Source: an optimization exercise on an open RTL-to-GDS flow (aim: small area, a short achievable clock period and few clock cycles). Production flows keep margins and buffers that such runs may drop.
In this exercise RTL edits were held to simulation tests only and were not proved equivalent to the original.
Power and IR drop assume default switching activity.

==> design.v <==
module booth_mul(clk, rst, start, data_in, done, product);
  input clk, rst, start;
  input [31:0] data_in;
  output done;
  output [63:0] product;
  reg [31:0] M;              
  reg [31:0] Q;              
  reg [33:0] AS, AC;         
  reg [7:0] L1, L2;          
  reg [3:0] ONE, TWO, NEG;   
  reg        s_lm, s_lq, s_fin, s_dn;
  reg [3:0] st;             
  assign done = s_dn;
  assign product = {M, Q};
  wire s_st = |st;
  wire idle = ~(s_lm | s_lq | s_st | s_fin);
  reg g;
  wire [8:0] nx = s_lm ? {data_in[7:0], 1'b0} : Q[15:7];
  wire nb0_2 = nx[2], nb0_1 = nx[1], nb0_0 = nx[0];
  wire nb1_2 = nx[4], nb1_1 = nx[3], nb1_0 = nx[2];
  wire nb2_2 = nx[6], nb2_1 = nx[5], nb2_0 = nx[4];
  wire nb3_2 = nx[8], nb3_1 = nx[7], nb3_0 = nx[6];
  wire [3:0] n_one = {nb3_1 ^ nb3_0, nb2_1 ^ nb2_0, nb1_1 ^ nb1_0, nb0_1 ^ nb0_0};
  wire [3:0] n_two = {(nb3_2 & ~nb3_1 & ~nb3_0) | (~nb3_2 & nb3_1 & nb3_0), (nb2_2 & ~nb2_1 & ~nb2_0) | (~nb2_2 & nb2_1 & nb2_0), (nb1_2 & ~nb1_1 & ~nb1_0) | (~nb1_2 & nb1_1 & nb1_0), (nb0_2 & ~nb0_1 & ~nb0_0) | (~nb0_2 & nb0_1 & nb0_0)};
  wire [3:0] n_neg = {nb3_2 & ~(nb3_1 & nb3_0), nb2_2 & ~(nb2_1 & nb2_0), nb1_2 & ~(nb1_1 & nb1_0), nb0_2 & ~(nb0_1 & nb0_0)};
  wire [33:0] as_i = g ? {1'b1, 33'd0} : AS;
  wire [33:0] ac_i = g ? 34'd0 : AC;
  wire [8:0] lo = g ? 9'd0 : L1 + L2;
  wire loc = lo[8];
  wire [31:0] mx = st[0] ? data_in : M;
  wire [32:0] x0 = {mx[31], mx} ^ {33{NEG[0]}};
  wire [33:0] pp0;
  assign pp0[32:0] = ({33{ONE[0]}} & x0) | ({33{TWO[0]}} & {x0[31:0], NEG[0]});
  assign pp0[33] = ~pp0[32];
  wire [32:0] x1 = {mx[31], mx} ^ {33{NEG[1]}};
  wire [33:0] pp1;
  assign pp1[32:0] = ({33{ONE[1]}} & x1) | ({33{TWO[1]}} & {x1[31:0], NEG[1]});
  assign pp1[33] = ~pp1[32];
  wire [32:0] x2 = {mx[31], mx} ^ {33{NEG[2]}};
  wire [33:0] pp2;
  assign pp2[32:0] = ({33{ONE[2]}} & x2) | ({33{TWO[2]}} & {x2[31:0], NEG[2]});
  assign pp2[33] = ~pp2[32];
  wire [32:0] x3 = {mx[31], mx} ^ {33{NEG[3]}};
  wire [33:0] pp3;
  assign pp3[32:0] = ({33{ONE[3]}} & x3) | ({33{TWO[3]}} & {x3[31:0], NEG[3]});
  assign pp3[33] = ~pp3[32];
  wire s1, k2, s3, k4, s5, k6, s7, k8, s9, k10, s11, k12, s13, k14, s15, k16, s17, k18, s19, k20, s21, k22, s23, k24, s25, k26, s27, k28, s29, k30, s31, k32, s33, k34, s35, k36, s37, k38, s39, k40, s41, k42, s43, k44, s45, k46, s47, k48, s49, k50, s51, k52, s53, k54, s55, k56, s57, k58, s59, k60, s61, k62, s63, k64, s65, k66, s67, k68, s69, k70, s71, k72, s73, k74, s75, k76, s77, k78, s79, k80, s81, k82, s83, k84, s85, k86, s87, k88, s89, k90, s91, k92, s93, k94, s95, k96, s97, k98, s99, k100, s101, k102, s103, k104, s105, k106, s107, k108, s109, k110, s111, k112, s113, k114, s115, k116, s117, k118, s119, k120, s121, k122, s123, k124, s125, k126, s127, k128, s129, k130, s131, k132, s133, k134, s135, k136, s137, k138, s139, k140, s141, k142, s143, k144, s145, k146, s147, k148, s149, k150, s151, k152, s153, k154, s155, k156, s157, k158, s159, k160, s161, k162, s163, k164, s165, k166, s167, k168, s169, k170, s171, k172, s173, k174, s175, k176, s177, k178, s179, k180, s181, k182, s183, k184, s185, k186, s187, k188, s189, k190, s191, k192, s193, k194, s195, k196, s197, k198, s199, k200, s201, k202, s203, k204, s205, k206, s207, k208, s209, k210, s211, k212, s213, k214, s215, k216, s217, k218, s219, k220, s221, k222, s223, k224, s225, k226, s227, k228, s229, k230, s231, k232, s233, k234, s235, k236, s237, k238, s239, k240, s241, k242, s243, k244, s245, k246, s247, k248, s249, k250, s251, k252, s253, k254, s255, k256, s257, k258, s259, k260, s261, k262, s263, k264, s265, k266, s267, k268, s269, k270, s271, k272, s273, k274, s275, k276, s277, k278, s279, k280, s281, k282, s283, k284, s285, k286, s287, k288, s289, k290, s291, k292, s293, k294, s295, k296, s297, k298, s299, k300, s301, k302, s303, k304, s305, k306, s307, k308, s309, k310, s311, k312, s313, k314, s315, k316, s317, k318, s319, k320, s321, k322, s323, k324, s325, k326, s327, k328, s329, k330, s331, k332;
  assign s1 = ac_i[6] ^ as_i[6];
  assign k2 = ac_i[6] & as_i[6];
  assign s3 = ac_i[7] ^ as_i[7];
  assign k4 = ac_i[7] & as_i[7];
  assign s5 = ac_i[8] ^ as_i[8];
  assign k6 = ac_i[8] & as_i[8];
  assign s7 = ac_i[9] ^ as_i[9];
  assign k8 = ac_i[9] & as_i[9];
  assign s9 = ac_i[10] ^ as_i[10];
  assign k10 = ac_i[10] & as_i[10];
  assign s11 = ac_i[11] ^ as_i[11];
  assign k12 = ac_i[11] & as_i[11];
  assign s13 = ac_i[12] ^ as_i[12];
  assign k14 = ac_i[12] & as_i[12];
  assign s15 = ac_i[13] ^ as_i[13];
  assign k16 = ac_i[13] & as_i[13];
  assign s17 = ac_i[14] ^ as_i[14];
  assign k18 = ac_i[14] & as_i[14];
  assign s19 = ac_i[15] ^ as_i[15];
  assign k20 = ac_i[15] & as_i[15];
  assign s21 = ac_i[16] ^ as_i[16];
  assign k22 = ac_i[16] & as_i[16];
  assign s23 = ac_i[17] ^ as_i[17];
  assign k24 = ac_i[17] & as_i[17];
  assign s25 = ac_i[18] ^ as_i[18];
  assign k26 = ac_i[18] & as_i[18];
  assign s27 = ac_i[19] ^ as_i[19];
  assign k28 = ac_i[19] & as_i[19];
  assign s29 = ac_i[20] ^ as_i[20];
  assign k30 = ac_i[20] & as_i[20];
  assign s31 = ac_i[21] ^ as_i[21];
  assign k32 = ac_i[21] & as_i[21];
  assign s33 = ac_i[22] ^ as_i[22];
  assign k34 = ac_i[22] & as_i[22];
  assign s35 = ac_i[23] ^ as_i[23];
  assign k36 = ac_i[23] & as_i[23];
  assign s37 = ac_i[24] ^ as_i[24];
  assign k38 = ac_i[24] & as_i[24];
  assign s39 = ac_i[25] ^ as_i[25];
  assign k40 = ac_i[25] & as_i[25];
  assign s41 = ac_i[26] ^ as_i[26];
  assign k42 = ac_i[26] & as_i[26];
  assign s43 = ac_i[27] ^ as_i[27];
  assign k44 = ac_i[27] & as_i[27];
  assign s45 = ac_i[28] ^ as_i[28];
  assign k46 = ac_i[28] & as_i[28];
  assign s47 = ac_i[29] ^ as_i[29];
  assign k48 = ac_i[29] & as_i[29];
  assign s49 = ac_i[30] ^ as_i[30];
  assign k50 = ac_i[30] & as_i[30];
  assign s51 = ac_i[31] ^ as_i[31];
  assign k52 = ac_i[31] & as_i[31];
  assign s53 = ac_i[0] ^ as_i[0];
  assign k54 = ac_i[0] & as_i[0];
  assign s55 = ac_i[2] ^ as_i[2];
  assign k56 = ac_i[2] & as_i[2];
  assign s57 = ac_i[3] ^ as_i[3];
  assign k58 = ac_i[3] & as_i[3];
  assign s59 = ac_i[4] ^ as_i[4] ^ NEG[2];
  assign k60 = (ac_i[4] & as_i[4]) | (ac_i[4] & NEG[2]) | (as_i[4] & NEG[2]);
  assign s61 = pp0[4] ^ pp1[2];
  assign k62 = pp0[4] & pp1[2];
  assign s63 = ac_i[5] ^ as_i[5] ^ pp0[5];
  assign k64 = (ac_i[5] & as_i[5]) | (ac_i[5] & pp0[5]) | (as_i[5] & pp0[5]);
  assign s65 = pp1[3] ^ pp2[1];
  assign k66 = pp1[3] & pp2[1];
  assign s67 = NEG[3] ^ s1 ^ pp0[6];
  assign k68 = (NEG[3] & s1) | (NEG[3] & pp0[6]) | (s1 & pp0[6]);
  assign s69 = pp1[4] ^ pp2[2] ^ pp3[0];
  assign k70 = (pp1[4] & pp2[2]) | (pp1[4] & pp3[0]) | (pp2[2] & pp3[0]);
  assign s71 = k2 ^ s3 ^ pp0[7];
  assign k72 = (k2 & s3) | (k2 & pp0[7]) | (s3 & pp0[7]);
  assign s73 = pp1[5] ^ pp2[3] ^ pp3[1];
  assign k74 = (pp1[5] & pp2[3]) | (pp1[5] & pp3[1]) | (pp2[3] & pp3[1]);
  assign s75 = k4 ^ s5 ^ pp0[8];
  assign k76 = (k4 & s5) | (k4 & pp0[8]) | (s5 & pp0[8]);
  assign s77 = pp1[6] ^ pp2[4] ^ pp3[2];
  assign k78 = (pp1[6] & pp2[4]) | (pp1[6] & pp3[2]) | (pp2[4] & pp3[2]);
  assign s79 = k6 ^ s7 ^ pp0[9];
  assign k80 = (k6 & s7) | (k6 & pp0[9]) | (s7 & pp0[9]);
  assign s81 = pp1[7] ^ pp2[5] ^ pp3[3];
  assign k82 = (pp1[7] & pp2[5]) | (pp1[7] & pp3[3]) | (pp2[5] & pp3[3]);
  assign s83 = k8 ^ s9 ^ pp0[10];
  assign k84 = (k8 & s9) | (k8 & pp0[10]) | (s9 & pp0[10]);
  assign s85 = pp1[8] ^ pp2[6] ^ pp3[4];
  assign k86 = (pp1[8] & pp2[6]) | (pp1[8] & pp3[4]) | (pp2[6] & pp3[4]);
  assign s87 = k10 ^ s11 ^ pp0[11];
  assign k88 = (k10 & s11) | (k10 & pp0[11]) | (s11 & pp0[11]);
  assign s89 = pp1[9] ^ pp2[7] ^ pp3[5];
  assign k90 = (pp1[9] & pp2[7]) | (pp1[9] & pp3[5]) | (pp2[7] & pp3[5]);
  assign s91 = k12 ^ s13 ^ pp0[12];
  assign k92 = (k12 & s13) | (k12 & pp0[12]) | (s13 & pp0[12]);
  assign s93 = pp1[10] ^ pp2[8] ^ pp3[6];
  assign k94 = (pp1[10] & pp2[8]) | (pp1[10] & pp3[6]) | (pp2[8] & pp3[6]);
  assign s95 = k14 ^ s15 ^ pp0[13];
  assign k96 = (k14 & s15) | (k14 & pp0[13]) | (s15 & pp0[13]);
  assign s97 = pp1[11] ^ pp2[9] ^ pp3[7];
  assign k98 = (pp1[11] & pp2[9]) | (pp1[11] & pp3[7]) | (pp2[9] & pp3[7]);
  assign s99 = k16 ^ s17 ^ pp0[14];
  assign k100 = (k16 & s17) | (k16 & pp0[14]) | (s17 & pp0[14]);
  assign s101 = pp1[12] ^ pp2[10] ^ pp3[8];
  assign k102 = (pp1[12] & pp2[10]) | (pp1[12] & pp3[8]) | (pp2[10] & pp3[8]);
  assign s103 = k18 ^ s19 ^ pp0[15];
  assign k104 = (k18 & s19) | (k18 & pp0[15]) | (s19 & pp0[15]);
  assign s105 = pp1[13] ^ pp2[11] ^ pp3[9];
  assign k106 = (pp1[13] & pp2[11]) | (pp1[13] & pp3[9]) | (pp2[11] & pp3[9]);
  assign s107 = k20 ^ s21 ^ pp0[16];
  assign k108 = (k20 & s21) | (k20 & pp0[16]) | (s21 & pp0[16]);
  assign s109 = pp1[14] ^ pp2[12] ^ pp3[10];
  assign k110 = (pp1[14] & pp2[12]) | (pp1[14] & pp3[10]) | (pp2[12] & pp3[10]);
  assign s111 = k22 ^ s23 ^ pp0[17];
  assign k112 = (k22 & s23) | (k22 & pp0[17]) | (s23 & pp0[17]);
  assign s113 = pp1[15] ^ pp2[13] ^ pp3[11];
  assign k114 = (pp1[15] & pp2[13]) | (pp1[15] & pp3[11]) | (pp2[13] & pp3[11]);
  assign s115 = k24 ^ s25 ^ pp0[18];
  assign k116 = (k24 & s25) | (k24 & pp0[18]) | (s25 & pp0[18]);
  assign s117 = pp1[16] ^ pp2[14] ^ pp3[12];
  assign k118 = (pp1[16] & pp2[14]) | (pp1[16] & pp3[12]) | (pp2[14] & pp3[12]);
  assign s119 = k26 ^ s27 ^ pp0[19];
  assign k120 = (k26 & s27) | (k26 & pp0[19]) | (s27 & pp0[19]);
  assign s121 = pp1[17] ^ pp2[15] ^ pp3[13];
  assign k122 = (pp1[17] & pp2[15]) | (pp1[17] & pp3[13]) | (pp2[15] & pp3[13]);
  assign s123 = k28 ^ s29 ^ pp0[20];
  assign k124 = (k28 & s29) | (k28 & pp0[20]) | (s29 & pp0[20]);
  assign s125 = pp1[18] ^ pp2[16] ^ pp3[14];
  assign k126 = (pp1[18] & pp2[16]) | (pp1[18] & pp3[14]) | (pp2[16] & pp3[14]);
  assign s127 = k30 ^ s31 ^ pp0[21];
  assign k128 = (k30 & s31) | (k30 & pp0[21]) | (s31 & pp0[21]);
  assign s129 = pp1[19] ^ pp2[17] ^ pp3[15];
  assign k130 = (pp1[19] & pp2[17]) | (pp1[19] & pp3[15]) | (pp2[17] & pp3[15]);
  assign s131 = k32 ^ s33 ^ pp0[22];
  assign k132 = (k32 & s33) | (k32 & pp0[22]) | (s33 & pp0[22]);
  assign s133 = pp1[20] ^ pp2[18] ^ pp3[16];
  assign k134 = (pp1[20] & pp2[18]) | (pp1[20] & pp3[16]) | (pp2[18] & pp3[16]);
  assign s135 = k34 ^ s35 ^ pp0[23];
  assign k136 = (k34 & s35) | (k34 & pp0[23]) | (s35 & pp0[23]);
  assign s137 = pp1[21] ^ pp2[19] ^ pp3[17];
  assign k138 = (pp1[21] & pp2[19]) | (pp1[21] & pp3[17]) | (pp2[19] & pp3[17]);
  assign s139 = k36 ^ s37 ^ pp0[24];
  assign k140 = (k36 & s37) | (k36 & pp0[24]) | (s37 & pp0[24]);
  assign s141 = pp1[22] ^ pp2[20] ^ pp3[18];
  assign k142 = (pp1[22] & pp2[20]) | (pp1[22] & pp3[18]) | (pp2[20] & pp3[18]);
  assign s143 = k38 ^ s39 ^ pp0[25];
  assign k144 = (k38 & s39) | (k38 & pp0[25]) | (s39 & pp0[25]);
  assign s145 = pp1[23] ^ pp2[21] ^ pp3[19];
  assign k146 = (pp1[23] & pp2[21]) | (pp1[23] & pp3[19]) | (pp2[21] & pp3[19]);
  assign s147 = k40 ^ s41 ^ pp0[26];
  assign k148 = (k40 & s41) | (k40 & pp0[26]) | (s41 & pp0[26]);
  assign s149 = pp1[24] ^ pp2[22] ^ pp3[20];
  assign k150 = (pp1[24] & pp2[22]) | (pp1[24] & pp3[20]) | (pp2[22] & pp3[20]);
  assign s151 = k42 ^ s43 ^ pp0[27];
  assign k152 = (k42 & s43) | (k42 & pp0[27]) | (s43 & pp0[27]);
  assign s153 = pp1[25] ^ pp2[23] ^ pp3[21];
  assign k154 = (pp1[25] & pp2[23]) | (pp1[25] & pp3[21]) | (pp2[23] & pp3[21]);
  assign s155 = k44 ^ s45 ^ pp0[28];
  assign k156 = (k44 & s45) | (k44 & pp0[28]) | (s45 & pp0[28]);
  assign s157 = pp1[26] ^ pp2[24] ^ pp3[22];
  assign k158 = (pp1[26] & pp2[24]) | (pp1[26] & pp3[22]) | (pp2[24] & pp3[22]);
  assign s159 = k46 ^ s47 ^ pp0[29];
  assign k160 = (k46 & s47) | (k46 & pp0[29]) | (s47 & pp0[29]);
  assign s161 = pp1[27] ^ pp2[25] ^ pp3[23];
  assign k162 = (pp1[27] & pp2[25]) | (pp1[27] & pp3[23]) | (pp2[25] & pp3[23]);
  assign s163 = k48 ^ s49 ^ pp0[30];
  assign k164 = (k48 & s49) | (k48 & pp0[30]) | (s49 & pp0[30]);
  assign s165 = pp1[28] ^ pp2[26] ^ pp3[24];
  assign k166 = (pp1[28] & pp2[26]) | (pp1[28] & pp3[24]) | (pp2[26] & pp3[24]);
  assign s167 = k50 ^ s51 ^ pp0[31];
  assign k168 = (k50 & s51) | (k50 & pp0[31]) | (s51 & pp0[31]);
  assign s169 = pp1[29] ^ pp2[27] ^ pp3[25];
  assign k170 = (pp1[29] & pp2[27]) | (pp1[29] & pp3[25]) | (pp2[27] & pp3[25]);
  assign s171 = as_i[32] ^ k52 ^ pp0[32];
  assign k172 = (as_i[32] & k52) | (as_i[32] & pp0[32]) | (k52 & pp0[32]);
  assign s173 = pp1[30] ^ pp2[28] ^ pp3[26];
  assign k174 = (pp1[30] & pp2[28]) | (pp1[30] & pp3[26]) | (pp2[28] & pp3[26]);
  assign s175 = as_i[33] ^ pp0[33] ^ pp1[31];
  assign k176 = (as_i[33] & pp0[33]) | (as_i[33] & pp1[31]) | (pp0[33] & pp1[31]);
  assign s177 = pp2[29] ^ pp3[27];
  assign k178 = pp2[29] & pp3[27];
  assign s179 = 1'b1 ^ pp1[32] ^ pp2[30];
  assign k180 = (1'b1 & pp1[32]) | (1'b1 & pp2[30]) | (pp1[32] & pp2[30]);
  assign s181 = NEG[0] ^ s53;
  assign k182 = NEG[0] & s53;
  assign s183 = ac_i[1] ^ as_i[1] ^ k54;
  assign k184 = (ac_i[1] & as_i[1]) | (ac_i[1] & k54) | (as_i[1] & k54);
  assign s185 = NEG[1] ^ s55 ^ pp0[2];
  assign k186 = (NEG[1] & s55) | (NEG[1] & pp0[2]) | (s55 & pp0[2]);
  assign s187 = k56 ^ s57 ^ pp0[3];
  assign k188 = (k56 & s57) | (k56 & pp0[3]) | (s57 & pp0[3]);
  assign s189 = k58 ^ s59 ^ pp2[0];
  assign k190 = (k58 & s59) | (k58 & pp2[0]) | (s59 & pp2[0]);
  assign s191 = k60 ^ k62 ^ s65;
  assign k192 = (k60 & k62) | (k60 & s65) | (k62 & s65);
  assign s193 = k66 ^ k64 ^ s67;
  assign k194 = (k66 & k64) | (k66 & s67) | (k64 & s67);
  assign s195 = k68 ^ k70 ^ s71;
  assign k196 = (k68 & k70) | (k68 & s71) | (k70 & s71);
  assign s197 = k72 ^ k74 ^ s75;
  assign k198 = (k72 & k74) | (k72 & s75) | (k74 & s75);
  assign s199 = k76 ^ k78 ^ s79;
  assign k200 = (k76 & k78) | (k76 & s79) | (k78 & s79);
  assign s201 = k80 ^ k82 ^ s83;
  assign k202 = (k80 & k82) | (k80 & s83) | (k82 & s83);
  assign s203 = k84 ^ k86 ^ s87;
  assign k204 = (k84 & k86) | (k84 & s87) | (k86 & s87);
  assign s205 = k88 ^ k90 ^ s91;
  assign k206 = (k88 & k90) | (k88 & s91) | (k90 & s91);
  assign s207 = k92 ^ k94 ^ s95;
  assign k208 = (k92 & k94) | (k92 & s95) | (k94 & s95);
  assign s209 = k96 ^ k98 ^ s101;
  assign k210 = (k96 & k98) | (k96 & s101) | (k98 & s101);
  assign s211 = k100 ^ k102 ^ s103;
  assign k212 = (k100 & k102) | (k100 & s103) | (k102 & s103);
  assign s213 = k104 ^ k106 ^ s107;
  assign k214 = (k104 & k106) | (k104 & s107) | (k106 & s107);
  assign s215 = k108 ^ k110 ^ s111;
  assign k216 = (k108 & k110) | (k108 & s111) | (k110 & s111);
  assign s217 = k112 ^ k114 ^ s115;
  assign k218 = (k112 & k114) | (k112 & s115) | (k114 & s115);
  assign s219 = k116 ^ k118 ^ s119;
  assign k220 = (k116 & k118) | (k116 & s119) | (k118 & s119);
  assign s221 = k120 ^ k122 ^ s123;
  assign k222 = (k120 & k122) | (k120 & s123) | (k122 & s123);
  assign s223 = k124 ^ k126 ^ s127;
  assign k224 = (k124 & k126) | (k124 & s127) | (k126 & s127);
  assign s225 = k128 ^ k130 ^ s131;
  assign k226 = (k128 & k130) | (k128 & s131) | (k130 & s131);
  assign s227 = k132 ^ k134 ^ s135;
  assign k228 = (k132 & k134) | (k132 & s135) | (k134 & s135);
  assign s229 = k136 ^ k138 ^ s139;
  assign k230 = (k136 & k138) | (k136 & s139) | (k138 & s139);
  assign s231 = k140 ^ k142 ^ s143;
  assign k232 = (k140 & k142) | (k140 & s143) | (k142 & s143);
  assign s233 = k144 ^ k146 ^ s147;
  assign k234 = (k144 & k146) | (k144 & s147) | (k146 & s147);
  assign s235 = k148 ^ k150 ^ s151;
  assign k236 = (k148 & k150) | (k148 & s151) | (k150 & s151);
  assign s237 = k152 ^ k154 ^ s155;
  assign k238 = (k152 & k154) | (k152 & s155) | (k154 & s155);
  assign s239 = k156 ^ k158 ^ s159;
  assign k240 = (k156 & k158) | (k156 & s159) | (k158 & s159);
  assign s241 = k160 ^ k162 ^ s163;
  assign k242 = (k160 & k162) | (k160 & s163) | (k162 & s163);
  assign s243 = k164 ^ k166 ^ s167;
  assign k244 = (k164 & k166) | (k164 & s167) | (k166 & s167);
  assign s245 = k168 ^ k170 ^ s171;
  assign k246 = (k168 & k170) | (k168 & s171) | (k170 & s171);
  assign s247 = s177 ^ k172 ^ k174;
  assign k248 = (s177 & k172) | (s177 & k174) | (k172 & k174);
  assign s249 = pp3[28] ^ k178 ^ k176;
  assign k250 = (pp3[28] & k178) | (pp3[28] & k176) | (k178 & k176);
  assign s251 = pp1[33] ^ pp2[31] ^ pp3[29];
  assign k252 = (pp1[33] & pp2[31]) | (pp1[33] & pp3[29]) | (pp2[31] & pp3[29]);
  assign s253 = 1'b1 ^ pp2[32];
  assign k254 = 1'b1 & pp2[32];
  assign s255 = s181 ^ loc;
  assign k256 = s181 & loc;
  assign s257 = k182 ^ pp0[1] ^ s183;
  assign k258 = (k182 & pp0[1]) | (k182 & s183) | (pp0[1] & s183);
  assign s259 = k184 ^ pp1[0] ^ s185;
  assign k260 = (k184 & pp1[0]) | (k184 & s185) | (pp1[0] & s185);
  assign s261 = pp1[1] ^ k186 ^ s187;
  assign k262 = (pp1[1] & k186) | (pp1[1] & s187) | (k186 & s187);
  assign s263 = s61 ^ k188 ^ s189;
  assign k264 = (s61 & k188) | (s61 & s189) | (k188 & s189);
  assign s265 = k190 ^ s63 ^ s191;
  assign k266 = (k190 & s63) | (k190 & s191) | (s63 & s191);
  assign s267 = s69 ^ k192 ^ s193;
  assign k268 = (s69 & k192) | (s69 & s193) | (k192 & s193);
  assign s269 = s73 ^ k194 ^ s195;
  assign k270 = (s73 & k194) | (s73 & s195) | (k194 & s195);
  assign s271 = s77 ^ k196 ^ s197;
  assign k272 = (s77 & k196) | (s77 & s197) | (k196 & s197);
  assign s273 = s81 ^ k198 ^ s199;
  assign k274 = (s81 & k198) | (s81 & s199) | (k198 & s199);
  assign s275 = s85 ^ k200 ^ s201;
  assign k276 = (s85 & k200) | (s85 & s201) | (k200 & s201);
  assign s277 = s89 ^ k202 ^ s203;
  assign k278 = (s89 & k202) | (s89 & s203) | (k202 & s203);
  assign s279 = s93 ^ k204 ^ s205;
  assign k280 = (s93 & k204) | (s93 & s205) | (k204 & s205);
  assign s281 = s97 ^ k206 ^ s207;
  assign k282 = (s97 & k206) | (s97 & s207) | (k206 & s207);
  assign s283 = s99 ^ k208 ^ s209;
  assign k284 = (s99 & k208) | (s99 & s209) | (k208 & s209);
  assign s285 = s105 ^ k210 ^ s211;
  assign k286 = (s105 & k210) | (s105 & s211) | (k210 & s211);
  assign s287 = s109 ^ k212 ^ s213;
  assign k288 = (s109 & k212) | (s109 & s213) | (k212 & s213);
  assign s289 = s113 ^ k214 ^ s215;
  assign k290 = (s113 & k214) | (s113 & s215) | (k214 & s215);
  assign s291 = s117 ^ k216 ^ s217;
  assign k292 = (s117 & k216) | (s117 & s217) | (k216 & s217);
  assign s293 = s121 ^ k218 ^ s219;
  assign k294 = (s121 & k218) | (s121 & s219) | (k218 & s219);
  assign s295 = s125 ^ k220 ^ s221;
  assign k296 = (s125 & k220) | (s125 & s221) | (k220 & s221);
  assign s297 = s129 ^ k222 ^ s223;
  assign k298 = (s129 & k222) | (s129 & s223) | (k222 & s223);
  assign s299 = s133 ^ k224 ^ s225;
  assign k300 = (s133 & k224) | (s133 & s225) | (k224 & s225);
  assign s301 = s137 ^ k226 ^ s227;
  assign k302 = (s137 & k226) | (s137 & s227) | (k226 & s227);
  assign s303 = s141 ^ k228 ^ s229;
  assign k304 = (s141 & k228) | (s141 & s229) | (k228 & s229);
  assign s305 = s145 ^ k230 ^ s231;
  assign k306 = (s145 & k230) | (s145 & s231) | (k230 & s231);
  assign s307 = s149 ^ k232 ^ s233;
  assign k308 = (s149 & k232) | (s149 & s233) | (k232 & s233);
  assign s309 = s153 ^ k234 ^ s235;
  assign k310 = (s153 & k234) | (s153 & s235) | (k234 & s235);
  assign s311 = s157 ^ k236 ^ s237;
  assign k312 = (s157 & k236) | (s157 & s237) | (k236 & s237);
  assign s313 = s161 ^ k238 ^ s239;
  assign k314 = (s161 & k238) | (s161 & s239) | (k238 & s239);
  assign s315 = s165 ^ k240 ^ s241;
  assign k316 = (s165 & k240) | (s165 & s241) | (k240 & s241);
  assign s317 = s169 ^ k242 ^ s243;
  assign k318 = (s169 & k242) | (s169 & s243) | (k242 & s243);
  assign s319 = s173 ^ k244 ^ s245;
  assign k320 = (s173 & k244) | (s173 & s245) | (k244 & s245);
  assign s321 = s175 ^ k246 ^ s247;
  assign k322 = (s175 & k246) | (s175 & s247) | (k246 & s247);
  assign s323 = s179 ^ k248 ^ s249;
  assign k324 = (s179 & k248) | (s179 & s249) | (k248 & s249);
  assign s325 = k180 ^ s251 ^ k250;
  assign k326 = (k180 & s251) | (k180 & k250) | (s251 & k250);
  assign s327 = pp3[30] ^ s253 ^ k252;
  assign k328 = (pp3[30] & s253) | (pp3[30] & k252) | (s253 & k252);
  assign s329 = pp2[33] ^ pp3[31] ^ k254;
  assign k330 = (pp2[33] & pp3[31]) | (pp2[33] & k254) | (pp3[31] & k254);
  assign s331 = 1'b1 ^ pp3[32];
  assign k332 = 1'b1 & pp3[32];
  wire [7:0] t_l1 = {k268, k266, k264, k262, k260, k258, k256, pp0[0]};
  wire [7:0] t_l2 = {s269, s267, s265, s263, s261, s259, s257, s255};
  wire [33:0] t_h1 = {1'b0, 1'b1, pp3[33], s331, s329, s327, k324, k322, k320, k318, k316, k314, k312, k310, k308, k306, k304, k302, k300, k298, k296, k294, k292, k290, k288, k286, k284, k282, k280, k278, k276, k274, k272, k270};
  wire [33:0] t_h2 = {1'b0, 1'b0, k332, k330, k328, k326, s325, s323, s321, s319, s317, s315, s313, s311, s309, s307, s305, s303, s301, s299, s297, s295, s293, s291, s289, s287, s285, s283, s281, s279, s277, s275, s273, s271};
  wire [39:0] fsum;
  fadd u_fadd(.x({AS[31:0], L1}), .y({AC[31:0], L2}), .s(fsum));
  always @(posedge clk) begin
    if (rst) begin
      s_lm <= 1'b0; s_lq <= 1'b0; st <= 4'd0; s_fin <= 1'b0; s_dn <= 1'b0; g <= 1'b1;
    end else begin
      s_lm <= idle & start;
      s_lq <= 1'b0;
      st <= {st[2:0], s_lm};
      s_fin <= st[3];
      g <= ~s_st;
      if (idle & start) s_dn <= 1'b0;
      else if (s_fin) s_dn <= 1'b1;
    end
  end
  always @(posedge clk) begin
    ONE <= n_one; TWO <= n_two; NEG <= n_neg;
    AS <= t_h1; AC <= t_h2;
    L1 <= t_l1; L2 <= t_l2;
  end
  always @(posedge clk) begin
    if (s_st) M <= mx;
    else if (s_fin) M <= fsum[39:8];
  end
  always @(posedge clk) begin
    if (s_lm) Q <= data_in;
    else if (s_st | s_fin) Q <= {lo[7:0], Q[31:8]};
  end
endmodule
module fadd_p(input [39:0] x, y, input cin, output [40:0] s);
  wire [39:0] g0 = x & y;
  wire [39:0] p0 = x ^ y;
  wire G1 = g0[0] | (p0[0] & cin);
  wire P1 = 1'b0;
  wire G2 = g0[2] | (p0[2] & g0[1]);
  wire P2 = p0[2] & p0[1];
  wire G3 = g0[4] | (p0[4] & g0[3]);
  wire P3 = p0[4] & p0[3];
  wire G4 = g0[6] | (p0[6] & g0[5]);
  wire P4 = p0[6] & p0[5];
  wire G5 = g0[8] | (p0[8] & g0[7]);
  wire P5 = p0[8] & p0[7];
  wire G6 = g0[10] | (p0[10] & g0[9]);
  wire P6 = p0[10] & p0[9];
  wire G7 = g0[12] | (p0[12] & g0[11]);
  wire P7 = p0[12] & p0[11];
  wire G8 = g0[14] | (p0[14] & g0[13]);
  wire P8 = p0[14] & p0[13];
  wire G9 = g0[16] | (p0[16] & g0[15]);
  wire P9 = p0[16] & p0[15];
  wire G10 = g0[18] | (p0[18] & g0[17]);
  wire P10 = p0[18] & p0[17];
  wire G11 = g0[20] | (p0[20] & g0[19]);
  wire P11 = p0[20] & p0[19];
  wire G12 = g0[22] | (p0[22] & g0[21]);
  wire P12 = p0[22] & p0[21];
  wire G13 = g0[24] | (p0[24] & g0[23]);
  wire P13 = p0[24] & p0[23];
  wire G14 = g0[26] | (p0[26] & g0[25]);
  wire P14 = p0[26] & p0[25];
  wire G15 = g0[28] | (p0[28] & g0[27]);
  wire P15 = p0[28] & p0[27];
  wire G16 = g0[30] | (p0[30] & g0[29]);
  wire P16 = p0[30] & p0[29];
  wire G17 = g0[32] | (p0[32] & g0[31]);
  wire P17 = p0[32] & p0[31];
  wire G18 = g0[34] | (p0[34] & g0[33]);
  wire P18 = p0[34] & p0[33];
  wire G19 = g0[36] | (p0[36] & g0[35]);
  wire P19 = p0[36] & p0[35];
  wire G20 = g0[38] | (p0[38] & g0[37]);
  wire P20 = p0[38] & p0[37];
  wire G21 = g0[1] | (p0[1] & G1);
  wire P21 = p0[1] & P1;
  wire G22 = G2 | (P2 & G1);
  wire P22 = P2 & P1;
  wire G23 = g0[5] | (p0[5] & G3);
  wire P23 = p0[5] & P3;
  wire G24 = G4 | (P4 & G3);
  wire P24 = P4 & P3;
  wire G25 = g0[9] | (p0[9] & G5);
  wire P25 = p0[9] & P5;
  wire G26 = G6 | (P6 & G5);
  wire P26 = P6 & P5;
  wire G27 = g0[13] | (p0[13] & G7);
  wire P27 = p0[13] & P7;
  wire G28 = G8 | (P8 & G7);
  wire P28 = P8 & P7;
  wire G29 = g0[17] | (p0[17] & G9);
  wire P29 = p0[17] & P9;
  wire G30 = G10 | (P10 & G9);
  wire P30 = P10 & P9;
  wire G31 = g0[21] | (p0[21] & G11);
  wire P31 = p0[21] & P11;
  wire G32 = G12 | (P12 & G11);
  wire P32 = P12 & P11;
  wire G33 = g0[25] | (p0[25] & G13);
  wire P33 = p0[25] & P13;
  wire G34 = G14 | (P14 & G13);
  wire P34 = P14 & P13;
  wire G35 = g0[29] | (p0[29] & G15);
  wire P35 = p0[29] & P15;
  wire G36 = G16 | (P16 & G15);
  wire P36 = P16 & P15;
  wire G37 = g0[33] | (p0[33] & G17);
  wire P37 = p0[33] & P17;
  wire G38 = G18 | (P18 & G17);
  wire P38 = P18 & P17;
  wire G39 = g0[37] | (p0[37] & G19);
  wire P39 = p0[37] & P19;
  wire G40 = G20 | (P20 & G19);
  wire P40 = P20 & P19;
  wire G41 = g0[3] | (p0[3] & G22);
  wire P41 = p0[3] & P22;
  wire G42 = G3 | (P3 & G22);
  wire P42 = P3 & P22;
  wire G43 = G23 | (P23 & G22);
  wire P43 = P23 & P22;
  wire G44 = G24 | (P24 & G22);
  wire P44 = P24 & P22;
  wire G45 = g0[11] | (p0[11] & G26);
  wire P45 = p0[11] & P26;
  wire G46 = G7 | (P7 & G26);
  wire P46 = P7 & P26;
  wire G47 = G27 | (P27 & G26);
  wire P47 = P27 & P26;
  wire G48 = G28 | (P28 & G26);
  wire P48 = P28 & P26;
  wire G49 = g0[19] | (p0[19] & G30);
  wire P49 = p0[19] & P30;
  wire G50 = G11 | (P11 & G30);
  wire P50 = P11 & P30;
  wire G51 = G31 | (P31 & G30);
  wire P51 = P31 & P30;
  wire G52 = G32 | (P32 & G30);
  wire P52 = P32 & P30;
  wire G53 = g0[27] | (p0[27] & G34);
  wire P53 = p0[27] & P34;
  wire G54 = G15 | (P15 & G34);
  wire P54 = P15 & P34;
  wire G55 = G35 | (P35 & G34);
  wire P55 = P35 & P34;
  wire G56 = G36 | (P36 & G34);
  wire P56 = P36 & P34;
  wire G57 = g0[35] | (p0[35] & G38);
  wire P57 = p0[35] & P38;
  wire G58 = G19 | (P19 & G38);
  wire P58 = P19 & P38;
  wire G59 = G39 | (P39 & G38);
  wire P59 = P39 & P38;
  wire G60 = G40 | (P40 & G38);
  wire P60 = P40 & P38;
  wire G61 = g0[7] | (p0[7] & G44);
  wire P61 = p0[7] & P44;
  wire G62 = G5 | (P5 & G44);
  wire P62 = P5 & P44;
  wire G63 = G25 | (P25 & G44);
  wire P63 = P25 & P44;
  wire G64 = G26 | (P26 & G44);
  wire P64 = P26 & P44;
  wire G65 = G45 | (P45 & G44);
  wire P65 = P45 & P44;
  wire G66 = G46 | (P46 & G44);
  wire P66 = P46 & P44;
  wire G67 = G47 | (P47 & G44);
  wire P67 = P47 & P44;
  wire G68 = G48 | (P48 & G44);
  wire P68 = P48 & P44;
  wire G69 = g0[23] | (p0[23] & G52);
  wire P69 = p0[23] & P52;
  wire G70 = G13 | (P13 & G52);
  wire P70 = P13 & P52;
  wire G71 = G33 | (P33 & G52);
  wire P71 = P33 & P52;
  wire G72 = G34 | (P34 & G52);
  wire P72 = P34 & P52;
  wire G73 = G53 | (P53 & G52);
  wire P73 = P53 & P52;
  wire G74 = G54 | (P54 & G52);
  wire P74 = P54 & P52;
  wire G75 = G55 | (P55 & G52);
  wire P75 = P55 & P52;
  wire G76 = G56 | (P56 & G52);
  wire P76 = P56 & P52;
  wire G77 = g0[39] | (p0[39] & G60);
  wire P77 = p0[39] & P60;
  wire G78 = g0[15] | (p0[15] & G68);
  wire P78 = p0[15] & P68;
  wire G79 = G9 | (P9 & G68);
  wire P79 = P9 & P68;
  wire G80 = G29 | (P29 & G68);
  wire P80 = P29 & P68;
  wire G81 = G30 | (P30 & G68);
  wire P81 = P30 & P68;
  wire G82 = G49 | (P49 & G68);
  wire P82 = P49 & P68;
  wire G83 = G50 | (P50 & G68);
  wire P83 = P50 & P68;
  wire G84 = G51 | (P51 & G68);
  wire P84 = P51 & P68;
  wire G85 = G52 | (P52 & G68);
  wire P85 = P52 & P68;
  wire G86 = G69 | (P69 & G68);
  wire P86 = P69 & P68;
  wire G87 = G70 | (P70 & G68);
  wire P87 = P70 & P68;
  wire G88 = G71 | (P71 & G68);
  wire P88 = P71 & P68;
  wire G89 = G72 | (P72 & G68);
  wire P89 = P72 & P68;
  wire G90 = G73 | (P73 & G68);
  wire P90 = P73 & P68;
  wire G91 = G74 | (P74 & G68);
  wire P91 = P74 & P68;
  wire G92 = G75 | (P75 & G68);
  wire P92 = P75 & P68;
  wire G93 = G76 | (P76 & G68);
  wire P93 = P76 & P68;
  wire G94 = g0[31] | (p0[31] & G93);
  wire P94 = p0[31] & P93;
  wire G95 = G17 | (P17 & G93);
  wire P95 = P17 & P93;
  wire G96 = G37 | (P37 & G93);
  wire P96 = P37 & P93;
  wire G97 = G38 | (P38 & G93);
  wire P97 = P38 & P93;
  wire G98 = G57 | (P57 & G93);
  wire P98 = P57 & P93;
  wire G99 = G58 | (P58 & G93);
  wire P99 = P58 & P93;
  wire G100 = G59 | (P59 & G93);
  wire P100 = P59 & P93;
  wire G101 = G60 | (P60 & G93);
  wire P101 = P60 & P93;
  wire G102 = G77 | (P77 & G93);
  wire P102 = P77 & P93;
  assign s = {G102, p0[39] ^ G101, p0[38] ^ G100, p0[37] ^ G99, p0[36] ^ G98, p0[35] ^ G97, p0[34] ^ G96, p0[33] ^ G95, p0[32] ^ G94, p0[31] ^ G93, p0[30] ^ G92, p0[29] ^ G91, p0[28] ^ G90, p0[27] ^ G89, p0[26] ^ G88, p0[25] ^ G87, p0[24] ^ G86, p0[23] ^ G85, p0[22] ^ G84, p0[21] ^ G83, p0[20] ^ G82, p0[19] ^ G81, p0[18] ^ G80, p0[17] ^ G79, p0[16] ^ G78, p0[15] ^ G68, p0[14] ^ G67, p0[13] ^ G66, p0[12] ^ G65, p0[11] ^ G64, p0[10] ^ G63, p0[9] ^ G62, p0[8] ^ G61, p0[7] ^ G44, p0[6] ^ G43, p0[5] ^ G42, p0[4] ^ G41, p0[3] ^ G22, p0[2] ^ G21, p0[1] ^ G1, p0[0] ^ cin};
endmodule
module fadd(x, y, s);
  input [39:0] x, y;
  output [39:0] s;
  wire [40:0] w;
  fadd_p u(.x(x), .y(y), .cin(1'b0), .s(w));
  assign s = w[39:0];
endmodule
==> flow/run.sh <==
#!/bin/bash
# Own layout flow: the standard layout (standard.sh) with three changes:
#  - synthesis: the same script (synth_recipe.tcl), except that Yosys's synth
#    runs its fine stage without its quick "abc -fast" mapping, so that the
#    full adders of the carry-save tree reach ORFS's extract_fa step intact;
#    ORFS's own abc mapping afterwards is unchanged. Registers, their names and
#    cells are those of the standard synthesis.
#  - after synthesis, flow/polarity.py removes inverters around the full-adder
#    cells (a full adder is self-dual);
#  - the input and output ports are buffered by sky130_fd_sc_hd__buf_1.
# Runs in the standard flow's work folder; each tool's output goes to a log file here.
set -euo pipefail
work=$(pwd)
res=$work/orfs/results/sky130hd/booth_mul/base
cp config.mk flow_config.mk
echo "export BUFFER_PORTS_ARGS = -buffer_cell sky130_fd_sc_hd__buf_1" >> flow_config.mk
sed 's#^proc synth {args} { yosys synth -nofsm -noshare {\*}\$args }#proc synth {args} { if {[lsearch -exact $args fine:] >= 0} { yosys synth -nofsm -noshare -noabc {*}$args } else { yosys synth -nofsm -noshare {*}$args } }#' synth_recipe.tcl > flow_synth.tcl
grep -q -- "-noabc" flow_synth.tcl
sed "s#${work}/config.mk#${work}/flow_config.mk#g; s#${work}/synth_recipe.tcl#${work}/flow_synth.tcl#g" standard.sh > flow_standard.sh
grep -q flow_config.mk flow_standard.sh
grep -q flow_synth.tcl flow_standard.sh
bash flow_standard.sh "$res/1_2_yosys.v" > flow_synth.log 2>&1
cp "$res/1_2_yosys.v" yosys_synth.v
python3 flow/polarity.py yosys_synth.v "$res/1_2_yosys.v" > flow_polarity.log 2>&1
touch "$res/1_2_yosys.v"
bash flow_standard.sh > flow_standard.log 2>&1
==> flow/polarity.py <==
#!/usr/bin/env python3
"""Remove inverters around full-adder cells in a mapped Yosys netlist.

A full adder is self-dual: FA(~a, ~b, ~c) = (~sum, ~cout). Yosys's extract_fa
often leaves fa cells with inverters on their inputs or outputs. This pass
chooses, for each fa cell, whether to use it "flipped" (its input pins take the
complement of the logical inputs and its output nets carry the complement of
the logical outputs), so as to minimise the number of inverters, and rebuilds
the inverters: one per signal that some pin needs inverted.

usage: polarity.py IN.v OUT.v
"""
import re
import sys

INV = re.compile(r"^sky130_fd_sc_hd__(inv|clkinv)_\d+$")
FA = re.compile(r"^sky130_fd_sc_hd__fa_\d+$")
OUTPINS = {"X", "Y", "Q", "Q_N", "SUM", "COUT", "HI", "LO", "GCLK"}

src = open(sys.argv[1]).read()
m = re.search(r"^module\s+(\w+)\s*\((.*?)\);", src, re.S | re.M)
top_start = m.start()
body_start = m.end()
end = src.rindex("endmodule")
body = src[body_start:end]

decls = []
cells = []
pos = 0
cell_re = re.compile(r"\s*(sky130_fd_sc_hd__\w+)\s+(\S+)\s*\((.*?)\);", re.S)
decl_re = re.compile(r"\s*(input|output|wire|inout)\b[^;]*;", re.S)
while True:
    mm = decl_re.match(body, pos)
    if mm:
        decls.append(mm.group(0).strip())
        pos = mm.end()
        continue
    mm = cell_re.match(body, pos)
    if mm:
        pins = re.findall(r"\.(\w+)\(([^()]*)\)", mm.group(3))
        cells.append([mm.group(1), mm.group(2), [(p, n.strip()) for p, n in pins]])
        pos = mm.end()
        continue
    if body[pos:].strip() == "":
        break
    raise SystemExit("polarity.py: cannot parse netlist near: " + body[pos:pos + 200])

# output port nets
outports = set()
for d in decls:
    mo = re.match(r"output\s*(\[(\d+):(\d+)\])?\s*(\w+)\s*;", d)
    if mo:
        if mo.group(1):
            hi, lo = int(mo.group(2)), int(mo.group(3))
            for i in range(min(hi, lo), max(hi, lo) + 1):
                outports.add("%s[%d]" % (mo.group(4), i))
        else:
            outports.add(mo.group(4))

driver = {}
for idx, (typ, name, pins) in enumerate(cells):
    for p, n in pins:
        if p in OUTPINS:
            driver[n] = (idx, p)

# collapsible inverters: output not a port net
collapse = set()
for idx, (typ, name, pins) in enumerate(cells):
    if INV.match(typ):
        d = dict(pins)
        if d["Y"] not in outports:
            collapse.add(idx)


def resolve(n):
    ph = 0
    seen = 0
    while n in driver and driver[n][0] in collapse:
        n = dict(cells[driver[n][0]][2])["A"]
        ph ^= 1
        seen += 1
        if seen > 100:
            raise SystemExit("inverter loop")
    return n, ph


fa_cells = [i for i, c in enumerate(cells) if FA.match(c[0])]
# fa cells driving a port net directly are not flipped
fixed = set()
for i in fa_cells:
    for p, n in cells[i][2]:
        if p in OUTPINS and n in outports:
            fixed.add(i)

# sinks: (cell idx, pin) -> (base, phase); every input pin of a kept cell
sinks = []
for idx, (typ, name, pins) in enumerate(cells):
    if idx in collapse:
        continue
    for k, (p, n) in enumerate(pins):
        if p in OUTPINS:
            continue
        if re.match(r"^\d+'", n) or n == "":
            continue
        b, ph = resolve(n)
        sinks.append([idx, k, b, ph])

fa_out = {}
for i in fa_cells:
    for p, n in cells[i][2]:
        if p in OUTPINS:
            fa_out[n] = i

flip = set()
by_base = {}
for s in sinks:
    by_base.setdefault(s[2], []).append(s)
by_cell = {}
for s in sinks:
    by_cell.setdefault(s[0], []).append(s)


def need(s):
    """physical phase sink s needs from its base net"""
    ph = s[3]
    if s[0] in flip:
        ph ^= 1
    if s[2] in fa_out and fa_out[s[2]] in flip:
        ph ^= 1
    return ph


def cost_bases(bases):
    return sum(1 for b in bases if any(need(s) for s in by_base.get(b, [])))


def affected(i):
    bs = set(s[2] for s in by_cell.get(i, []))
    for p, n in cells[i][2]:
        if p in OUTPINS:
            bs.add(n)
    return bs


import random


def descend():
    changed = True
    rounds = 0
    while changed and rounds < 50:
        changed = False
        rounds += 1
        for i in fa_cells:
            if i in fixed:
                continue
            bs = affected(i)
            c0 = cost_bases(bs)
            flip.symmetric_difference_update({i})
            c1 = cost_bases(bs)
            if c1 < c0:
                changed = True
            else:
                flip.symmetric_difference_update({i})


rng = random.Random(1)
free = [i for i in fa_cells if i not in fixed]
descend()
best = (cost_bases(by_base.keys()), set(flip))
for trial in range(60):
    flip.clear()
    flip.update(i for i in free if rng.random() < 0.5)
    descend()
    c = cost_bases(by_base.keys())
    if c < best[0]:
        best = (c, set(flip))
flip.clear()
flip.update(best[1])
after = cost_bases(by_base.keys())

# rebuild: inverted copy of each base that needs one
invnet = {}
# reuse an existing collapsed inverter output net that carries ~base
for idx in collapse:
    d = dict(cells[idx][2])
    b, ph = resolve(d["Y"])
    if ph == 1 and b not in invnet:
        invnet[b] = d["Y"]
newwires = []
newcells = []
cnt = 0
for b, ss in by_base.items():
    if any(need(s) for s in ss):
        if b not in invnet:
            cnt += 1
            w = "_polw%d_" % cnt
            invnet[b] = w
            newwires.append(w)
for s in sinks:
    idx, k, b, ph = s
    p, n = cells[idx][2][k]
    cells[idx][2][k] = (p, invnet[b] if need(s) else b)
k = 0
for b, ss in by_base.items():
    if any(need(s) for s in ss):
        k += 1
        newcells.append(("sky130_fd_sc_hd__inv_1", "_polinv%d_" % k, [("A", b), ("Y", invnet[b])]))

def nm(n):
    return n + " " if n.startswith("\\") else n


out = [src[:body_start]]
for d in decls:
    out.append("  " + d)
for w in newwires:
    out.append("  wire %s;" % w)
for idx, (typ, name, pins) in enumerate(cells):
    if idx in collapse:
        continue
    out.append("  %s %s (\n%s\n  );" % (typ, name, ",\n".join("    .%s(%s)" % (p, nm(n)) for p, n in pins)))
for typ, name, pins in newcells:
    out.append("  %s %s (\n%s\n  );" % (typ, name, ",\n".join("    .%s(%s)" % (p, nm(n)) for p, n in pins)))
out.append("endmodule\n")
open(sys.argv[2], "w").write("\n".join(out))
print("polarity.py: %d fa cells, %d flipped; inverters %d -> %d (collapsed %d)" %
      (len(fa_cells), len(flip), len(collapse), after, len(collapse)))
==> standard.sh <==
#!/bin/bash
# synth_recipe.tcl (not shown) runs the flow's synth.tcl, then flattens the netlist and writes it again
# the make line also repeats each setting of config.mk as NAME=value (left out here)
make -C /OpenROAD-flow-scripts/flow DESIGN_CONFIG=/design/flow/config.mk WORK_HOME=/design/flow/orfs CLKGATE_MAP_FILE= SYNTH_SCRIPT=/design/flow/synth_recipe.tcl "${@:-finish}"
==> config.mk <==
export PLATFORM = sky130hd
export DESIGN_NAME = booth_mul
export DESIGN_NICKNAME = booth_mul
export VERILOG_FILES = /design/flow/design.v
export SDC_FILE = /design/flow/constraint.sdc
export NUM_CORES = 4
export LEC_CHECK = 0
export CAP_MARGIN = 20
export CORE_MARGIN = 2
export CORE_UTILIZATION = 50
export PLACE_DENSITY = 0.7
export SETUP_SLACK_MARGIN = 1.7
export SLEW_MARGIN = 20
==> constraint.sdc <==
create_clock -name core_clock -period 5.0 [get_ports {clk}]
set_input_delay 1.0000 -clock core_clock [delete_from_list [all_inputs] [get_ports {clk}]]
set_output_delay 1.0000 -clock core_clock [all_outputs]
set_load 0.01 [all_outputs]
==> impl_metrics.env, run 1 <==
export IMPL_slowest_delay_ps=580
export IMPL_critPathSlowestCell="fa_1"
export IMPL_area_growth_syn_to_layout_pct=12.7
export IMPL_cp_arrival_ps=3540
export IMPL_fmax_mhz=310
export IMPL_wl_mm=35.0
export IMPL_max_cap_violations=0
export IMPL_clock_sinks=163
export IMPL_final_hold_viol_count=0
export IMPL_r2r_start="st[0]"
export IMPL_hold_path_class="reg -> reg"
export IMPL_p_leak_nw=5.89
export IMPL_drt_initial_drc_count=726
export IMPL_start_util_pct=50.8
export IMPL_power_mw=9.94
export IMPL_h_tree_depth=4
export IMPL_avgViaCountPerCell=5.98
export IMPL_ir_drop_mv=0.385
export IMPL_worstPathCellList="buf_1, mux2i_2, xnor2_1, a22o_1, fa_1, fa_1, fa_1"
export IMPL_hold_start="st[3]"
export IMPL_crit_required_ps=5310
export IMPL_clk_latency_ps=440
export IMPL_io_buffers=99
export IMPL_antenna_found_initial=1
export IMPL_die_x_um=164
export IMPL_drive_above_1_share_pct=10.6
export IMPL_ios=100
export IMPL_placedCellCount=1487
export IMPL_setup_viol=0
export IMPL_antenna_left=0
export IMPL_worstSetupEndpointType="register"
export IMPL_final_common_cell="xnor2_1"
export IMPL_worstSetupPathType="in -> reg"
export IMPL_min_period_ps=3220
export IMPL_whs_endpoint="s_fin"
export IMPL_num_rows=58
export IMPL_fin_crit_sh_pct=64.5
export IMPL_worst_setup_path_start_kind="input pin"
export IMPL_place_hpwl_mm=27.2
export IMPL_syn_num_nets=1355
export IMPL_r2r_end="AC[6]"
export IMPL_p_sw_share_pct=44.8
export IMPL_cp_common_cell="fa_1"
export IMPL_r2r_cells=8
export IMPL_grt_pass1_wl_mm=54.0
export IMPL_relSlewSlack_pct=26.7
export IMPL_routed_via_count=9122
export IMPL_root_buffer="clkbuf_16"
export IMPL_r2r_setup_slack_ps=1800
export IMPL_combinationalPowerShare_pct=61.4
export IMPL_finalNetCount=1428
export IMPL_first_pass_iters=7
export IMPL_netlist_area_mm2=0.0128
export IMPL_drv_slew=0
export IMPL_core_mm2=0.0251
export IMPL_synth_warnings=1
export IMPL_rsz0062_at_grt="true"
export IMPL_cp_max_fo=5
export IMPL_status="no timing/DRC/antenna violations"
export IMPL_gp_congestion=0.887
export IMPL_netlist_instances=1108
export IMPL_holdPathStages=1
export IMPL_stdcell_count=1525
export IMPL_p_switching_mw=4.45
export IMPL_worstMarginPinSlew_ps=1100
export IMPL_grt_pass1_vias=9416
export IMPL_gr_total_overflow=0
export IMPL_p_int_mw=5.49
export IMPL_drc_errors=0
export IMPL_powerDensity_mw_per_mm2=691
export IMPL_layout_common_cells="xnor2_1 (142), fa_1 (132), a22o_1 (129)"
export IMPL_grt_max_degree=49
export IMPL_dieArea_mm2=0.0268
export IMPL_clkSlewWorstSetupHoldPaths_ps=80
export IMPL_cts_buffer_depth=2
export IMPL_post_drt_wl_per_cell_um=23.0
export IMPL_cts_buffers=17
export IMPL_setup_tns_ps=0
export IMPL_clkPwrFrac_pct=13.5
export IMPL_fill_cells=2137
export IMPL_grt_usage_pct=27.3
export IMPL_avgSynthCellArea_um2=11.5
export IMPL_cts_tree="yes"
export IMPL_fin_skew_ps=16.7
export IMPL_power_frac_seq_pct=25.1
export IMPL_die_height_um=164
==> how the worst max path moves through the flow <==
stage | start | slack [ps] | to | cells after the start
after global routing | data_in[31] | 1700 | AC[25] | 8
after floorplan | data_in[7] | 1690 | AC[1] | 6
after CTS | data_in[30] | 1700 | AC[26] | 8
after global placement | data_in[21] | 1070 | AC[21] | 7
final | data_in[20] | 1780 | AC[13] | 7
after detailed placement | st[0] | 1060 | L2[7] | 7
==> registers in the layout (all words and copies together) (netlist names), 8 cells and up <==
name / cells
M: 32
AC: 32
L1: 8
L2: 8
Q: 32
AS: 31
==> per-layer routing <==
metal | wire length, µm | GRT usage (%) | vias to the layer above
met2 | 17100 | 46.3 | 349
met4 | 1540 | 12.3 | 0
li1 | - | - | 4095
met1 | 14200 | 34.2 | 4585
met5 | 0 | 0 | -
met3 | 2150 | 4.67 | 93
==> critical path: cells and delay by family <==
family | cells | cell delay [ps]
muxes | 1 | 480
AOI/OAI and AO/OA | 1 | 280
adders and majority gates | 3 | 1480
buffers and inverters | 1 | 150
xor gates and xnor gates | 1 | 160
==> power by group through the flow <==
stage / registers (mW) / clock network [mW] / logic [mW]
after global routing: 2.54 / 1.40 / 6.79
after CTS: 2.49 / 1.35 / 6.05
final: 2.50 / 1.34 / 6.11
after detailed placement: 2.51 / 0 / 5.93
after floorplan: 2.29 / 0 / 4.34
after global placement: 2.50 / 0 / 5.77
==> through the flow <==
step                      cell area, µm²  setup WS [ps]  hold WS (ps)  util [%]
final                              14400           1780           491      57.3
after floorplan                    12800           1690           451         -
after detailed placement           13500           1060           480      53.7
after global routing               14400           1700           507      57.2
after CTS                          14300           1700           491      56.9
after global placement             13500           1070           473      53.7
==> layout make-up <==
type / count / area, µm² / area share [%]
multi-input cells: 849 / 8780 / 61.1
flip-flops and latches: 163 / 3920 / 27.3
diodes: 1 / 2.50 / 0.0174
clock inverters: 13 / 136 / 0.949
inverters: 27 / 101 / 0.705
well taps: 330 / 413 / 2.87
repair buffers: 123 / 577 / 4.01
clock buffers: 19 / 443 / 3.08
==> repair_timing <==
action	4_1_cts	5_1_grt
endpoints found under the setup margin	103	74
pin swaps	0	1
hold buffers	0	0
gates resized for setup	28	18
setup buffers	4	1
Testbench counts, summed over its fixed seeds: cycles 11,200.
==> inputs of run 2 (changes only) <==
--- a/config.mk
+++ b/config.mk
@@ -9,5 +9,5 @@
 export CORE_MARGIN = 2
 export CORE_UTILIZATION = 50
 export PLACE_DENSITY = 0.7
-export SETUP_SLACK_MARGIN = 1.7
+export SETUP_SLACK_MARGIN = 1.9
 export SLEW_MARGIN = 20
==> impl_metrics.env, run 2 <==
export IMPL_holdPathStages=1
export IMPL_r2r_end="AC[2]"
export IMPL_cts_buffers=17
export IMPL_r2r_setup_slack_ps=1940
export IMPL_clkSlewWorstSetupHoldPaths_ps=70
export IMPL_max_cap_violations=0
export IMPL_cp_arrival_ps=3380
export IMPL_drv_slew=0
export IMPL_slowest_delay_ps=570
export IMPL_hold_start="st[2]"
export IMPL_netlist_area_mm2=0.0128
export IMPL_dieArea_mm2=0.0268
export IMPL_relSlewSlack_pct=32.4
export IMPL_fin_skew_ps=16.0
export IMPL_root_buffer="clkbuf_16"
export IMPL_h_tree_depth=4
export IMPL_cts_buffer_depth=2
export IMPL_drt_initial_drc_count=784
export IMPL_worstSetupEndpointType="register"
export IMPL_worstPathCellList="buf_1, mux2i_4, xnor2_1, a22o_1, fa_1, fa_1, fa_1"
export IMPL_antenna_found_initial=0
export IMPL_fill_cells=2099
export IMPL_syn_num_nets=1355
export IMPL_wl_mm=35.8
export IMPL_crit_required_ps=5310
export IMPL_status="no timing/DRC/antenna violations"
export IMPL_largestRegisters="AC x32, M x32, Q x32"
export IMPL_cp_startpoint="data_in[4]"
export IMPL_r2r_start="st[0]"
export IMPL_placedCellCount=1483
export IMPL_hold_path_class="reg -> reg"
export IMPL_finalNetCount=1437
export IMPL_final_common_cell="xnor2_1"
export IMPL_synth_warnings=1
export IMPL_num_rows=58
export IMPL_cp_common_cell="fa_1"
export IMPL_clock_sinks=163
export IMPL_min_period_ps=3080
export IMPL_setup_viol=0
export IMPL_final_hold_viol_count=0
export IMPL_fin_crit_sh_pct=61.5
export IMPL_rsz0062_at_grt="true"
export IMPL_worstMarginPinSlew_ps=1010
export IMPL_gp_congestion=0.902
export IMPL_grt_pass1_vias=9428
export IMPL_setup_tns_ps=0
export IMPL_cp_max_fo=5
export IMPL_avgViaCountPerCell=5.97
export IMPL_clk_latency_ps=430
export IMPL_area_growth_syn_to_layout_pct=15.4
export IMPL_r2r_cells=7
export IMPL_stdcell_count=1533
export IMPL_io_buffers=99
export IMPL_die_x_um=164
export IMPL_critPathCapture="AC[2]"
export IMPL_netlist_instances=1108
export IMPL_drc_errors=0
export IMPL_post_drt_wl_per_cell_um=23.3
export IMPL_p_leak_nw=5.98
export IMPL_start_util_pct=50.8
export IMPL_fmax_mhz=325
export IMPL_critPathSlowestCell="fa_1"
export IMPL_drive_above_1_share_pct=12.1
export IMPL_ir_drop_mv=0.439
export IMPL_powerDensity_mw_per_mm2=676
export IMPL_grt_pass1_wl_mm=54.1
export IMPL_grt_max_degree=39
export IMPL_cts_tree="yes"
export IMPL_first_pass_iters=7
export IMPL_grt_usage_pct=27.3
export IMPL_routed_via_count=9156
export IMPL_layout_common_cells="xnor2_1 (142), fa_1 (132), a22o_1 (129)"
export IMPL_worst_setup_path_start_kind="input pin"
export IMPL_antenna_diode_count=0
export IMPL_avgSynthCellArea_um2=11.5
export IMPL_antenna_left=0
export IMPL_die_height_um=164
export IMPL_core_mm2=0.0251
export IMPL_place_hpwl_mm=27.2
export IMPL_worstSetupPathType="in -> reg"
export IMPL_ios=100
export IMPL_gr_total_overflow=0
[run 2: area by class of cell]
type	count	area, µm²	area share, %
sequential	163	3930	26.7
timing repair buffer	132	707	4.80
inverter	27	101	0.688
clock buffer	19	453	3.08
multi-input combinational	849	8980	61.0
tap	330	413	2.80
clock inverter	13	138	0.935
[run 2: stage by stage]
stage	setup slack, ps	total power [mW]	hold WS, ps	area, µm²	util [%]
finish	1920	9.95	503	14700	58.6
global route	1870	10.7	510	14700	58.6
CTS	1890	9.83	497	14500	57.8
detailed placement	1200	8.40	488	13800	55.0
global placement	1240	8.27	474	13800	55.0
floorplan	1900	6.72	451	13200	-
[run 2: routing by layer]
metal / global-route usage (%) / part of all wire (%) / vias to the layer above / wire (µm)
li1: - / - / 4107 / -
met1: 33.2 / 40 / 4635 / 14200
met2: 47.3 / 50 / 330 / 18100
met3: 4.90 / 5.3 / 84 / 1890
met4: 12.6 / 4.6 / 0 / 1660
met5: 0 / 0 / - / 0
[run 2: worst max-delay path: cells and delay by family]
family | cells | cell delay (ps)
buffers and inverters | 1 | 280
XOR/XNOR | 1 | 200
multiplexers | 1 | 180
AO/OA/AOI/OAI | 1 | 300
adder cells (fa/ha/maj) | 3 | 1410
[run 2: worst min path at each step]
stage and to:
2_1_floorplan st[2], 3_3_place_gp st[3], 3_5_place_dp st[2], 4_1_cts st[3], 5_1_grt st[3], 6_report st[3]
[run 2: where the power goes]
| group | internal [mW] | switching [mW] |
|---|---|---|
| clock network | 0.733 | 0.622 |
| registers | 2.05 | 0.477 |
| logic | 2.76 | 3.31 |
[run 2: timing repair]
item | 4_1_cts | 5_1_grt
hold endpoints to repair | 0 | 0
hold buffers | 0 | 0
gates resized for setup | 9 | 18
endpoints found under the setup margin | 80 | 37
pin swaps | 3 | 2
buffers inserted | 7 | 11
==> inputs of run 3 (changes only) <==
--- a/config.mk
+++ b/config.mk
@@ -9,5 +9,5 @@
 export CORE_MARGIN = 2
 export CORE_UTILIZATION = 50
 export PLACE_DENSITY = 0.7
-export SETUP_SLACK_MARGIN = 1.9
+export SETUP_SLACK_MARGIN = 1.8
 export SLEW_MARGIN = 20
==> impl_metrics.env, run 3 <==
export IMPL_root_buffer="clkbuf_16"
export IMPL_avgSynthCellArea_um2=11.5
export IMPL_cp_max_fo=5
export IMPL_slowest_delay_ps=560
export IMPL_gp_congestion=0.893
export IMPL_clock_sinks=163
export IMPL_fmax_mhz=317
export IMPL_largestRegisters="AC x32, M x32, Q x32"
export IMPL_drc_errors=0
export IMPL_h_tree_depth=4
export IMPL_drive_above_1_share_pct=11.3
export IMPL_start_util_pct=50.8
export IMPL_ir_drop_mv=0.373
export IMPL_cp_common_cell="fa_1"
export IMPL_netlist_area_mm2=0.0128
export IMPL_io_buffers=99
export IMPL_fin_ws_ps=1850
export IMPL_antenna_diode_count=0
export IMPL_syn_num_nets=1355
export IMPL_worstPathCellList="buf_1, mux2i_2, xnor2_1, a22o_1, fa_1, fa_1, fa_1"
export IMPL_stdcell_count=1530
export IMPL_powerDensity_mw_per_mm2=688
export IMPL_clkSlewWorstSetupHoldPaths_ps=70
export IMPL_clk_latency_ps=440
export IMPL_cp_arrival_ps=3460
export IMPL_power_frac_seq_pct=24.8
export IMPL_clkPwrFrac_pct=13.4
export IMPL_core_mm2=0.0251
export IMPL_worstSetupEndpointType="register"
export IMPL_power_mw=10.0
export IMPL_ios=100
export IMPL_gr_total_overflow=0
export IMPL_num_rows=58
export IMPL_combinationalPowerShare_pct=61.9
export IMPL_relSlewSlack_pct=49.4
export IMPL_die_x_um=164
export IMPL_path_buf_inv=1
export IMPL_layout_common_cells="xnor2_1 (142), fa_1 (132), a22o_1 (129)"
export IMPL_p_leak_nw=5.95
export IMPL_die_height_um=164
export IMPL_r2r_cells=7
export IMPL_setup_tns_ps=0
export IMPL_routed_via_count=9082
export IMPL_cts_buffers=17
export IMPL_p_switching_mw=4.52
export IMPL_drt_initial_drc_count=808
export IMPL_worstMarginPinSlew_ps=759
export IMPL_p_sw_share_pct=45.1
export IMPL_holdPathStages=1
export IMPL_first_pass_iters=6
export IMPL_critPathSlowestCell="fa_1"
export IMPL_crit_required_ps=5310
export IMPL_placedCellCount=1484
export IMPL_drv_slew=0
export IMPL_cts_tree="yes"
export IMPL_dieArea_mm2=0.0268
export IMPL_grt_pass1_vias=9363
export IMPL_holdWs_ps=486
export IMPL_cts_hold_buf=0
export IMPL_synth_warnings=1
export IMPL_wl_mm=35.1
export IMPL_finalNetCount=1434
export IMPL_antenna_left=0
export IMPL_p_int_mw=5.51
export IMPL_worst_setup_path_start_kind="input pin"
export IMPL_area_growth_syn_to_layout_pct=14.3
export IMPL_cp_depth=7
export IMPL_cts_buffer_depth=2
export IMPL_grt_max_degree=38
export IMPL_worstSetupPathType="in -> reg"
export IMPL_avgViaCountPerCell=5.94
export IMPL_netlist_instances=1108
export IMPL_grt_pass1_wl_mm=53.9
export IMPL_post_drt_wl_per_cell_um=22.9
export IMPL_hold_path_class="reg -> reg"
export IMPL_place_hpwl_mm=27.3
export IMPL_pre_cts_slack_ps=1270
export IMPL_fin_crit_sh_pct=63.0
export IMPL_cp_top_family="adder cells"
export IMPL_rsz0062_at_grt="true"
export IMPL_min_period_ps=3150
export IMPL_max_cap_violations=0
export IMPL_final_hold_viol_count=0
export IMPL_setup_viol=0
export IMPL_fin_skew_ps=13.3
export IMPL_grt_usage_pct=27.1
export IMPL_antenna_found_initial=0
export IMPL_status="no timing/DRC/antenna violations"
export IMPL_final_common_cell="xnor2_1"
[run 3: power by group through the flow]
| stage | registers (mW) | logic (mW) | clock network (mW) |
|---|---|---|---|
| 6_report | 2.49 | 6.21 | 1.34 |
| 4_1_cts | 2.48 | 6.13 | 1.36 |
| 2_1_floorplan | 2.31 | 4.39 | 0 |
| 3_5_place_dp | 2.52 | 6.04 | 0 |
| 5_1_grt | 2.53 | 6.89 | 1.41 |
| 3_3_place_gp | 2.52 | 5.88 | 0 |
[run 3: worst paths after layout]
path         slack [ps]        start     end
min                 490        st[2]   st[3]
max reg2reg        1860        st[0]   AC[1]
min reg2reg         490        st[2]   st[3]
max                1850  data_in[29]  AC[21]
[run 3: what timing repair did]
item / in CTS / in global routing
pin swaps: 0 / 2
gates resized for setup: 9 / 15
endpoints found under the setup margin: 83 / 33
setup buffers: 5 / 9
[run 3: area by class of cell]
class	count	area, µm²
clock buffer	18	450
multi-input combinational	849	8900
inverter	27	101
timing repair buffer	129	642
fill	2075	10500
tap	330	413
sequential	163	3930
clock inverter	14	145
[run 3: metal layers]
metal / GRT usage (%) / part of all wire (%) / vias up
met4: 8.25 / 2.5 / 0
met2: 48.7 / 52 / 323
met3: 4.85 / 5.4 / 59
li1: - / - / 4114
met5: 0 / 0 / -
met1: 33.2 / 40 / 4586
[run 3: per-stage QoR]
stage / cell area, µm² / util, %
floorplan: 13100 / -
global placement: 13700 / 54.6
detailed placement: 13700 / 54.6
CTS: 14400 / 57.4
global route: 14600 / 58.1
finish: 14600 / 58.1
[run 3: worst register-to-register path, stage by stage (launching register included)]
cell and delay, ps:
dfxtp_4 450, buf_4 270, mux2i_4 420, xnor2_1 150, a22o_1 280, fa_1 460
fa_1 580, fa_1 410

[port drivers added, routing unchanged]
Ports are ideal in the flow. The routed layouts listed here were re-timed in OpenROAD. Step 1 assumes that a clkbuf_16 drives the clock port and a buf_2 every other input. Step 2 times the ports against the registers' clock, not the clock port: input delays grow and output delays shrink by t, the midpoint of the rising clock arrivals with the driver on. a / b / c = no drivers / after step 1 / after step 2; a / b = the first two.
run	t (ns)	setup WS [ns]	worst setup path after step 2	pins driven straight from the clock port
run 1	0.481	1.775 / 1.795 / 1.320	input to register	1
run 2	0.473	1.923 / 1.937 / 1.472	input to register	1
run 3	0.483	1.850 / 1.865 / 1.393	input to register	1
After both steps every run listed still meets setup and hold. For run 3, which loses most, drivers alone change the setup slack by +0.015 ns; drivers and shift together by -0.457 ns.
